Background: an optimization exercise with open tools, aiming at small area, a short achievable clock period and few clock cycles per item. Do not read the settings as production practice. Only simulation tests tie the RTL to the original design; equivalence was not proved. Power and IR drop assume default switching activity.

## llnn_wrapper
module llnn_wrapper (
    input  logic        clk,
    input  logic        rst_n,
    input  logic [15:0] S_AXI_AWADDR,
    input  logic        S_AXI_AWVALID,
    output logic        S_AXI_AWREADY,
    input  logic [31:0] S_AXI_WDATA,
    input  logic [3:0]  S_AXI_WSTRB,
    input  logic        S_AXI_WVALID,
    output logic        S_AXI_WREADY,
    output logic [1:0]  S_AXI_BRESP,
    output logic        S_AXI_BVALID,
    input  logic        S_AXI_BREADY,
    input  logic [15:0] S_AXI_ARADDR,
    input  logic        S_AXI_ARVALID,
    output logic        S_AXI_ARREADY,
    output logic [31:0] S_AXI_RDATA,
    output logic [1:0]  S_AXI_RRESP,
    output logic        S_AXI_RVALID,
    input  logic        S_AXI_RREADY
);
    top u_net (
        .clk           (clk),
        .rst_n         (rst_n),
        .S_AXI_AWADDR  (S_AXI_AWADDR),
        .S_AXI_AWVALID (S_AXI_AWVALID),
        .S_AXI_AWREADY (S_AXI_AWREADY),
        .S_AXI_WDATA   (S_AXI_WDATA),
        .S_AXI_WSTRB   (S_AXI_WSTRB),
        .S_AXI_WVALID  (S_AXI_WVALID),
        .S_AXI_WREADY  (S_AXI_WREADY),
        .S_AXI_BRESP   (S_AXI_BRESP),
        .S_AXI_BVALID  (S_AXI_BVALID),
        .S_AXI_BREADY  (S_AXI_BREADY),
        .S_AXI_ARADDR  (S_AXI_ARADDR),
        .S_AXI_ARVALID (S_AXI_ARVALID),
        .S_AXI_ARREADY (S_AXI_ARREADY),
  ...
==> module SoftLUT5, before the edit <==
module SoftLUT5 (
    input logic clk,
    input  logic [4:0] lut_in,
    output logic       lut_out,
    input  logic       cfg_ce,
    input  logic [3:0] cfg_data,
    input  logic [6:0] phase    
);
  logic [7:0] ring [4];
  genvar r;
  generate
    for (r = 0; r < 4; r++) begin : rings
      always_ff @(posedge clk) begin
        ring[r] <= {ring[r][6:0], cfg_ce ? cfg_data[r] : ring[r][7]};
      end
    end
  endgenerate
  logic [7:0] col;
  always_comb begin
    for (int j = 0; j < 8; j++) col[j] = ring[lut_in[1:0]][j];
  end
  wire [2:0] b = lut_in[4:2];
  wire [2:0] pos;
  assign pos[0] = b[0] ^ phase[0];
  assign pos[1] = b[1] ^ phase[1 + b[0]];
  assign pos[2] = b[2] ^ phase[3 + b[1:0]];
  assign lut_out = col[pos];
endmodule
export LEC_CHECK = 0
export CAP_MARGIN = 35
export CORE_MARGIN = 2
export CORE_UTILIZATION = 65
export SLEW_MARGIN = 35
create_clock -name core_clock -period 20.0 [get_ports {clk}]
standard.sh (not shown) runs the stock make flow with config.mk's settings and CLKGATE_MAP_FILE= SYNTH_SCRIPT=/design/flow/synth_recipe.tcl, a recipe that flattens the netlist after the stock synthesis.
==> flow/flow/run.sh <==
#!/bin/bash
# The standard layout (standard.sh: the unchanged standard synthesis, then
# ORFS through finish) with these changes to how the layout is optimised:
#  * the port buffers inserted before global placement are
#    sky130_fd_sc_hd__buf_4 instead of the default pick (a delay buffer,
#    clkdlybuf4s50_1, ~0.5 ns each on every input-to-output path);
#  * repair_timing aims for 11.5 ns of setup slack on the 20 ns clock (the
#    design's paths are ~8.5 ns long; with the default margin nothing on them
#    is ever sized for speed);
#  * clock tree synthesis clusters flip-flops up to 60 um across (30 at most
#    per leaf buffer) and inserts no dummy loads, for a smaller clock tree.
# The clock, its period and every constraint are the standard flow's own.
set -euo pipefail
cd "$(dirname "$0")/.."
bash standard.sh "BUFFER_PORTS_ARGS=-buffer_cell sky130_fd_sc_hd__buf_4" \
  "SETUP_SLACK_MARGIN=11.5" \
  "CTS_ARGS=-sink_clustering_enable -repair_clock_nets -dont_use_dummy_load -sink_clustering_size 30 -sink_clustering_max_diameter 60" \
  finish > flow_make.log 2>&1
Testbench counts at the start, summed over its fixed seeds: cycles 5,760, inferences 384.
Change:
--- a/flow/design.v
+++ b/flow/design.v
@@ -14,18 +14,23 @@
         ring[r] <= {ring[r][6:0], cfg_ce ? cfg_data[r] : ring[r][7]};
       end
     end
   endgenerate
-  logic [7:0] col;
-  always_comb begin
-    for (int j = 0; j < 8; j++) col[j] = ring[lut_in[1:0]][j];
-  end
   wire [2:0] b = lut_in[4:2];
   wire [2:0] pos;
   assign pos[0] = b[0] ^ phase[0];
   assign pos[1] = b[1] ^ phase[1 + b[0]];
   assign pos[2] = b[2] ^ phase[3 + b[1:0]];
-  assign lut_out = col[pos];
+  function automatic logic mux4(input logic [3:0] d, input logic [1:0] s);
+    mux4 = s[1] ? (s[0] ? d[3] : d[2]) : (s[0] ? d[1] : d[0]);
+  endfunction
+  logic [7:0] col;
+  always_comb begin
+    for (int j = 0; j < 8; j++) col[j] = mux4({ring[3][j], ring[2][j], ring[1][j], ring[0][j]}, lut_in[1:0]);
+  end
+  wire lo = mux4(col[3:0], pos[1:0]);
+  wire hi = mux4(col[7:4], pos[1:0]);
+  assign lut_out = pos[2] ? hi : lo;
 endmodule
 module axi_lut_ctrl #(
     parameter TOTAL_GATES = 1512,
     parameter NET_INPUTS = 400,
After rerunning: The new run went through all stages and came out clean; area after synthesis falls by about 1.5%; routed wire length falls by 7.4%; final area falls by 1.0%; via count falls by 12%; worst setup slack got worse by 0.11 ns; first-iteration DRC count falls by about 16%; die area falls by 1.5%; power falls by about 14%; non-clock buffer count rises by 5; fmax falls by 1.3%; combinational power falls by 52%.
Testbench counts after the change, summed over its fixed seeds: cycles 5,760, inferences 384.

* * *

wip/pepper:
RTL: one of the versions met above, not the one the previous note started from.
For scale: roughly 7,300 flip-flops, about 120 I/O pins, ~240,000 µm² of cells after synthesis.
==> module SoftLUT5, before the edit <==
module SoftLUT5 (
    input logic clk,
    input  logic [4:0] lut_in,
    output logic       lut_out,
    input  logic       cfg_ce,
    input  logic [3:0] cfg_data,
    input  logic [6:0] phase    
);
  logic [7:0] ring [4];
  genvar r;
  generate
    for (r = 0; r < 4; r++) begin : rings
      always_ff @(posedge clk) begin
        ring[r] <= {ring[r][6:0], cfg_ce ? cfg_data[r] : ring[r][7]};
      end
    end
  endgenerate
  wire [2:0] b = lut_in[4:2];
  wire [2:0] pos;
  assign pos[0] = b[0] ^ phase[0];
  assign pos[1] = b[1] ^ phase[1 + b[0]];
  assign pos[2] = b[2] ^ phase[3 + b[1:0]];
  function automatic logic mux4(input logic [3:0] d, input logic [1:0] s);
    mux4 = s[1] ? (s[0] ? d[3] : d[2]) : (s[0] ? d[1] : d[0]);
  endfunction
  logic [7:0] col;
  always_comb begin
    for (int j = 0; j < 8; j++) col[j] = mux4({ring[3][j], ring[2][j], ring[1][j], ring[0][j]}, lut_in[1:0]);
  end
  wire lo = mux4(col[3:0], pos[1:0]);
  wire hi = mux4(col[7:4], pos[1:0]);
  assign lut_out = pos[2] ? hi : lo;
endmodule
Settings: LEC_CHECK=0, CAP_MARGIN=35, CORE_MARGIN=2, CORE_UTILIZATION=60, SLEW_MARGIN=35; clock period 20.0 ns.
Scripts as last shown in full above: flow/flow/run.sh
wip/pepper reached the final stage; the timing, DRC and antenna checks on its layout passed.
Testbench counts of wip/pepper, summed over its fixed seeds: cycles 5,760, inferences 384.
Changes in wip/tundra relative to wip/pepper:
diff --git a/flow/design.v b/flow/design.v
--- a/flow/design.v
+++ b/flow/design.v
@@ -15,21 +15,16 @@
       end
     end
   endgenerate
+  logic [7:0] col;
+  always_comb begin
+    for (int j = 0; j < 8; j++) col[j] = ring[lut_in[1:0]][j];
+  end
   wire [2:0] b = lut_in[4:2];
   wire [2:0] pos;
   assign pos[0] = b[0] ^ phase[0];
   assign pos[1] = b[1] ^ phase[1 + b[0]];
   assign pos[2] = b[2] ^ phase[3 + b[1:0]];
-  function automatic logic mux4(input logic [3:0] d, input logic [1:0] s);
-    mux4 = s[1] ? (s[0] ? d[3] : d[2]) : (s[0] ? d[1] : d[0]);
-  endfunction
-  logic [7:0] col;
-  always_comb begin
-    for (int j = 0; j < 8; j++) col[j] = mux4({ring[3][j], ring[2][j], ring[1][j], ring[0][j]}, lut_in[1:0]);
-  end
-  wire lo = mux4(col[3:0], pos[1:0]);
-  wire hi = mux4(col[7:4], pos[1:0]);
-  assign lut_out = pos[2] ? hi : lo;
+  assign lut_out = col[pos];
 endmodule
 module axi_lut_ctrl #(
     parameter TOTAL_GATES = 1512,
wip/tundra reached the end of the flow, and the finished layout is clean on the timing, DRC and antenna checks. Largest incremental delay on the critical path essentially unchanged between wip/pepper and wip/tundra. Changes observed in wip/tundra relative to wip/pepper: count of inverters other than clock inverters in the layout shows an increase of 54; area of all sequential standard cells barely changed. Layout overhead on the synthesized area down 0.40 points in wip/tundra wrt wip/pepper. Against wip/pepper, power after layout in wip/tundra came out worse.
Testbench counts of wip/tundra, summed over its fixed seeds: cycles 5,760, inferences 384.

## what the ideal ports hide
The flow's constraints put no driver on any port. The routed layouts listed below were extracted and timed again, unchanged, in two steps. Step 1, drivers: a clkbuf_16 drives clk and a buf_2 each remaining input, both assumed. Step 2 adds t to the input delays and takes it off the output delays; t is the mean of the earliest and latest rising clock arrival at the registers after step 1. Input paths then give back, and output paths get back, about the clock's delay inside the block. Three values: no drivers, after step 1, after step 2; two values: the first two.
run | t, ns | setup slack, ns | pins driven straight from the clock port
the first run of note 1 | 1.127 | 11.464 / 11.432 / 10.436 | 1
the second run of note 1 | 1.137 | 11.353 / 11.321 / 10.821 | 1
wip/pepper | 1.159 | 11.463 / 11.431 / 10.825 | 1
wip/tundra | 1.152 | 11.470 / 11.437 / 10.660 | 1
After both steps setup and hold are still met in every run listed. For the first run of note 1, which loses most, drivers alone change the setup slack by -0.032 ns; drivers and shift together by -1.028 ns.
